From an optimization exercise on the open Yosys and OpenROAD flow, aimed at small area, a short achievable clock period and few clock cycles per item; shortcuts taken in it are not production practice. At most, simulation tests tie the RTL to the original design; equivalence was not proved. Power figures rest on the tool's default switching activity, not on a simulated workload.

==> flow/design.v (excerpt) <==
module pdcch_top #(parameter
  TOP_CONFIG_BIT_WIDTH=110,
  CONT_CONFIG_BIT_WIDTH=105,
  OP_DATA_WIDTH=8,
  FIFO_DEPTH=16,
  PTR_SIZE=$clog2(FIFO_DEPTH)
)(
  input                             clk,
  input                             reset,
  input  [TOP_CONFIG_BIT_WIDTH-1:0] s_axis_top_config_data,
  input                             s_axis_top_config_valid,
  output                            s_axis_top_config_ready,
  output [OP_DATA_WIDTH-1:0]        m_axis_top_data,
  output                            m_axis_top_valid,
  input                             m_axis_top_ready
);
  localparam [30:0] X1C = 31'h5e485840;   
  localparam [30:0] R0  = 31'h0099110e;   
  localparam [30:0] R1  = 31'h0132221c;   
  wire [109:0] din  = s_axis_top_config_data;
  wire         vin  = s_axis_top_config_valid;
  wire         mrdy = m_axis_top_ready;
  wire [8:0]  bwpsize  = din[109:101];
  wire [11:0] bwpstart = din[100:89];
  wire [6:0]  slot     = din[86:80];
  wire [15:0] nid      = din[79:64];
  wire [3:0]  sym      = din[63:60];
  wire [12:0] doff     = din[57:45];
  function automatic [30:0] a1_2(input [30:0] s);
    a1_2 = {s[4]^s[1], s[3]^s[0], s[30:2]};
  endfunction
  function automatic [30:0] a2_2(input [30:0] s);
    a2_2 = {s[4]^s[3]^s[2]^s[1], s[3]^s[2]^s[1]^s[0], s[30:2]};
  endfunction
  function automatic [30:0] a1_16(input [30:0] s);
    integer m;
    reg [15:0] e;
    begin
      for (m = 0; m < 16; m = m + 1) e[m] = s[m] ^ s[m+3];
      a1_16 = {e, s[30:16]};
    end
  endfunction
  function automatic [30:0] a2_16(input [30:0] s);
    integer m;
    reg [15:0] e;
    begin
      for (m = 0; m < 16; m = m + 1) e[m] = s[m] ^ s[m+1] ^ s[m+2] ^ s[m+3];
      a2_16 = {e, s[30:16]};
    end
  endfunction
  reg        s_wait, s_mul, s_skip, s_acc, s_emit;
  reg [30:0] x1, u;
  reg [14:0] acc;
  reg        c1, dz, df;            
  reg [12:0] sk;
  reg        fast, skz;             
  reg [16:0] cnt;
  reg        last;                  
  reg [3:0]  j;
  reg        bjr;                   
  reg [1:0]  pst;
  reg        pcur;
  reg [1:0]  od, td;                
  reg        ov, tv;
  wire p_ok   = (pst == 2'd3);
  wire gen    = (s_emit || (s_acc && !cnt[16])) && !tv;
  ...
Size: about 1000 cells after synthesis, roughly 120 I/O pins, ~0.0092 mm2 of cells after synthesis.
==> flow/config.mk <==
export PLATFORM = sky130hd
export DESIGN_NAME = pdcch_top
export DESIGN_NICKNAME = pdcch_top
export VERILOG_FILES = /design/flow/design.v
export SDC_FILE = /design/flow/constraint.sdc
export NUM_CORES = 4
export LEC_CHECK = 0
export ABC_CLOCK_PERIOD_IN_PS = 2500
export CAP_MARGIN = 20
export CORE_MARGIN = 2
export CORE_UTILIZATION = 40
export CTS_BUF_LIST = sky130_fd_sc_hd__clkbuf_8
export CTS_CLUSTER_DIAMETER = 80
export CTS_CLUSTER_SIZE = 30
export SLEW_MARGIN = 20
==> flow/constraint.sdc <==
create_clock -name core_clock -period 8.5 [get_ports {clk}]
set_input_delay 1.7000 -clock core_clock [delete_from_list [all_inputs] [get_ports {clk}]]
set_output_delay 1.7000 -clock core_clock [all_outputs]
set_load 0.01 [all_outputs]
standard.sh (not shown) runs the stock make flow with config.mk's settings and CLKGATE_MAP_FILE= SYNTH_SCRIPT=/design/flow/synth_recipe.tcl, a recipe that flattens the netlist after the stock synthesis.
==> flow/flow/run.sh <==
#!/bin/bash
# Standard layout with two changes: the port buffers are buf_1 (inputs) and
# buf_4 (outputs) instead of the default choice (a slow delay buffer), and
# repair_timing aims at a larger setup margin.
set -euo pipefail
here=$(cd "$(dirname "$0")" && pwd)
export BUFFER_PORTS_ARGS="-inputs -buffer_cell sky130_fd_sc_hd__buf_1"
export PRE_GLOBAL_PLACE_TCL="$here/ports.tcl"
export SETUP_SLACK_MARGIN=5.9
bash standard.sh > standard_flow.log 2>&1
==> flow/flow/ports.tcl <==
# Output ports get buf_4 buffers (they drive the 10 fF port load); the input
# ports are buffered with buf_1 through BUFFER_PORTS_ARGS.
buffer_ports -outputs -buffer_cell sky130_fd_sc_hd__buf_4
The baseline completed without violations.
Testbench counts at the start, summed over its fixed seeds: cycles 14,881, items 13,663.
Next try:
--- a/flow/design.v
+++ b/flow/design.v
@@ -17,24 +17,27 @@
   localparam [30:0] X1C = 31'h5e485840;   
   localparam [30:0] R0  = 31'h0099110e;   
   localparam [30:0] R1  = 31'h0132221c;   
   wire [109:0] din  = s_axis_top_config_data;
   wire         vin  = s_axis_top_config_valid;
   wire         mrdy = m_axis_top_ready;
   wire [8:0]  bwpsize  = din[109:101];
   wire [11:0] bwpstart = din[100:89];
   wire [6:0]  slot     = din[86:80];
   wire [15:0] nid      = din[79:64];
   wire [3:0]  sym      = din[63:60];
   wire [12:0] doff     = din[57:45];
+  wire        c1       = (din[88:87] == 2'd1);
+  wire        dz       = (doff == 13'd0);
+  wire        df       = |doff[12:3];
   function automatic [30:0] a1_2(input [30:0] s);
     a1_2 = {s[4]^s[1], s[3]^s[0], s[30:2]};
   endfunction
   function automatic [30:0] a2_2(input [30:0] s);
     a2_2 = {s[4]^s[3]^s[2]^s[1], s[3]^s[2]^s[1]^s[0], s[30:2]};
   endfunction
   function automatic [30:0] a1_16(input [30:0] s);
     integer m;
     reg [15:0] e;
     begin
       for (m = 0; m < 16; m = m + 1) e[m] = s[m] ^ s[m+3];
       a1_16 = {e, s[30:16]};
@@ -42,38 +45,38 @@
   endfunction
   function automatic [30:0] a2_16(input [30:0] s);
     integer m;
     reg [15:0] e;
     begin
       for (m = 0; m < 16; m = m + 1) e[m] = s[m] ^ s[m+1] ^ s[m+2] ^ s[m+3];
       a2_16 = {e, s[30:16]};
     end
   endfunction
   reg        s_wait, s_mul, s_skip, s_acc, s_emit;
   reg [30:0] x1, u;
   reg [14:0] acc;
-  reg        c1, dz, df;            
   reg [12:0] sk;
   reg        fast, skz;             
   reg [16:0] cnt;
   reg        last;                  
   reg [3:0]  j;
   reg        bjr;                   
   reg [1:0]  pst;
   reg        pcur;
-  reg [1:0]  od, td;                
-  reg        ov, tv;
+  reg [1:0]  od;                    
+  reg        ov;
   wire p_ok   = (pst == 2'd3);
-  wire gen    = (s_emit || (s_acc && !cnt[16])) && !tv;
-  wire load   = p_ok && (s_wait || (s_emit && !tv && last));
+  wire ofree  = !ov || mrdy;
+  wire gen    = (s_emit || (s_acc && !cnt[16])) && ofree;
+  wire load   = p_ok && (s_wait || (s_emit && ofree && last));
   wire sk_run = s_skip && !skz;
   wire [1:0] item = {x1[1] ^ (^(u & R1)), x1[0] ^ (^(u & R0))};
   wire cnt_hi0  = (cnt[16:4] == 13'd0);
   wire cnt_is1  = cnt_hi0 && (cnt[3:0] == 4'd1);
   wire cnt_is8  = cnt_hi0 && (cnt[3:0] == 4'd8);
   wire        dec8    = s_skip && fast;
   wire [13:0] cnt_hid = cnt[16:3] - 14'd1;
   wire [16:0] cnt_dec = {(dec8 || cnt[2:0] == 3'd0) ? cnt_hid : cnt[16:3],
                          dec8 ? cnt[2:0] : cnt[2:0] - 3'd1};
   wire sk_is1   = (sk == 13'd1);
   wire sk_is8   = (sk == 13'd8);
   wire [12:0] sk_dec = dec8 ? {sk[12:3] - 10'd1, sk[2:0]} : {sk[12:3], sk[2:0] - 3'd1};
@@ -100,25 +103,25 @@
     end
   end
   wire [14:0] acc_add = {acc[13:0], 1'b0} + {2'b0, sk};
   wire [10:0] three_b = {1'b0, sk[8:0], 1'b0} + {2'b0, sk[8:0]};   
   reg [12:0] sk_n;
   reg        sk_w, fast_n, skz_n;
   always @(*) begin
     sk_w   = 1'b0;
     sk_n   = sk;
     fast_n = fast && (sk[12:3] != 10'd1);
     skz_n  = skip_end;
     if (!pcur) begin
-      sk_w = 1'b1; sk_n = {2'b00, slot, sym};
+      if (vin) begin sk_w = 1'b1; sk_n = {2'b00, slot, sym}; end
     end else if (pst == 2'd1) begin
       sk_w = 1'b1; sk_n = {2'b00, a_val};
     end else if (pst == 2'd2 && j == 4'd0 && !s_mul) begin
       sk_w = 1'b1; sk_n = {4'd0, bwpsize};
     end
     if (load) begin
       sk_w   = 1'b1;
       sk_n   = c1 ? {2'b0, three_b} : doff;
       fast_n = df;
       skz_n  = dz;
     end else if (s_mul) begin
       sk_w   = (pst == 2'd3);
@@ -156,65 +159,51 @@
     if (load) begin
       cnt  <= {5'd0, three_b, 1'b0};
       last <= (sk[8:0] == 9'd0);
     end else if (s_mul) begin
       cnt  <= {1'b0, acc, 1'b0};         
       last <= (acc == 15'd0);
     end else if (sk_run || gen) begin
       cnt  <= cnt_dec;
       last <= (s_skip && fast) ? cnt_is8 : cnt_is1;
     end
   end
   always @(posedge clk) begin
-    c1 <= (din[88:87] == 2'd1);
-    dz <= (doff == 13'd0);
-    df <= |doff[12:3];
     bjr <= bone | (|(bin & bsel));
     if (load) begin
       acc <= 15'd0;
       j   <= 4'd11;
     end else if (!pcur) begin
       acc <= 15'd0;
     end else if (pst == 2'd1) begin
       j   <= 4'd13;
     end else if (pst == 2'd2) begin
       acc <= bjr ? acc_add : {acc[13:0], 1'b0};
       j   <= j - 4'd1;
     end
   end
   always @(posedge clk) begin
     if (reset) begin
       s_wait <= 1'b1;
       s_mul  <= 1'b0;
       s_skip <= 1'b0;
       s_acc  <= 1'b0;
       s_emit <= 1'b0;
       pst    <= 2'd0;
       pcur   <= 1'b0;
       ov     <= 1'b0;
-      tv     <= 1'b0;
     end else begin
-      if (tv) begin
-        if (mrdy) begin
-          od <= td;
-          tv <= 1'b0;
-        end
-      end else if (gen) begin
-        if (!ov || mrdy) begin
-          od <= item;
-          ov <= 1'b1;
-        end else begin
-          td <= item;
-          tv <= 1'b1;
-        end
+      if (gen) begin
+        od <= item;
+        ov <= 1'b1;
       end else if (mrdy)
         ov <= 1'b0;
       if (!pcur) begin
         if (vin) begin
           pst  <= 2'd1;
           pcur <= 1'b1;
         end
       end else if (pst == 2'd1)
         pst <= 2'd2;
       else if (pst == 2'd2 && j == 4'd0)
         pst <= 2'd3;
       if (load && c1)
Worst setup slack gets worse by 240 ps. Non-clock buffer count increases by 50. Critical path depth increases by 9. Clock-buffer cell count stays the same. Die area decreases by 1.3%. Utilization increases by 4.5 points. Wire length increases by 6.3%. Sequential power increases by 4.9%. Area after synthesis decreases by 1.3%. First-iteration DRC count decreases by 24%. Sequential share of layout area decreases by 4.0 points. Final area increases by 8.9%.
Function not checked in the second run of this note: the RTL went through the layout flow alone.

==> afterwards: timing with drivers on the ports <==
The results above use ideal ports. As a check the final layouts listed here were re-extracted and re-timed, cells and wires unchanged.
Step 1, drivers: a clkbuf_16 drives clk and a buf_2 each remaining input, both assumed.
Step 2, shift: input delay + t, output delay - t, t = (earliest + latest rising clock arrival at the registers) / 2. This alone moves slack from input paths to output paths.
a / b / c = ideal ports / drivers / drivers and shift; a / b = the first two.
run	t (ns)	slack for setup (ns)	worst setup path at the end	slew at the worst register clock pin (ns)
the first run	0.494	5.906 / 5.863 / 5.507	input to register	0.08 / 0.08
the second run	0.493	5.664 / 5.685 / 5.192	input to register	0.09 / 0.09
After both steps setup and hold are still met in every run listed. For the second run, which loses most, drivers alone change the setup slack by +0.021 ns; drivers and shift together by -0.472 ns.
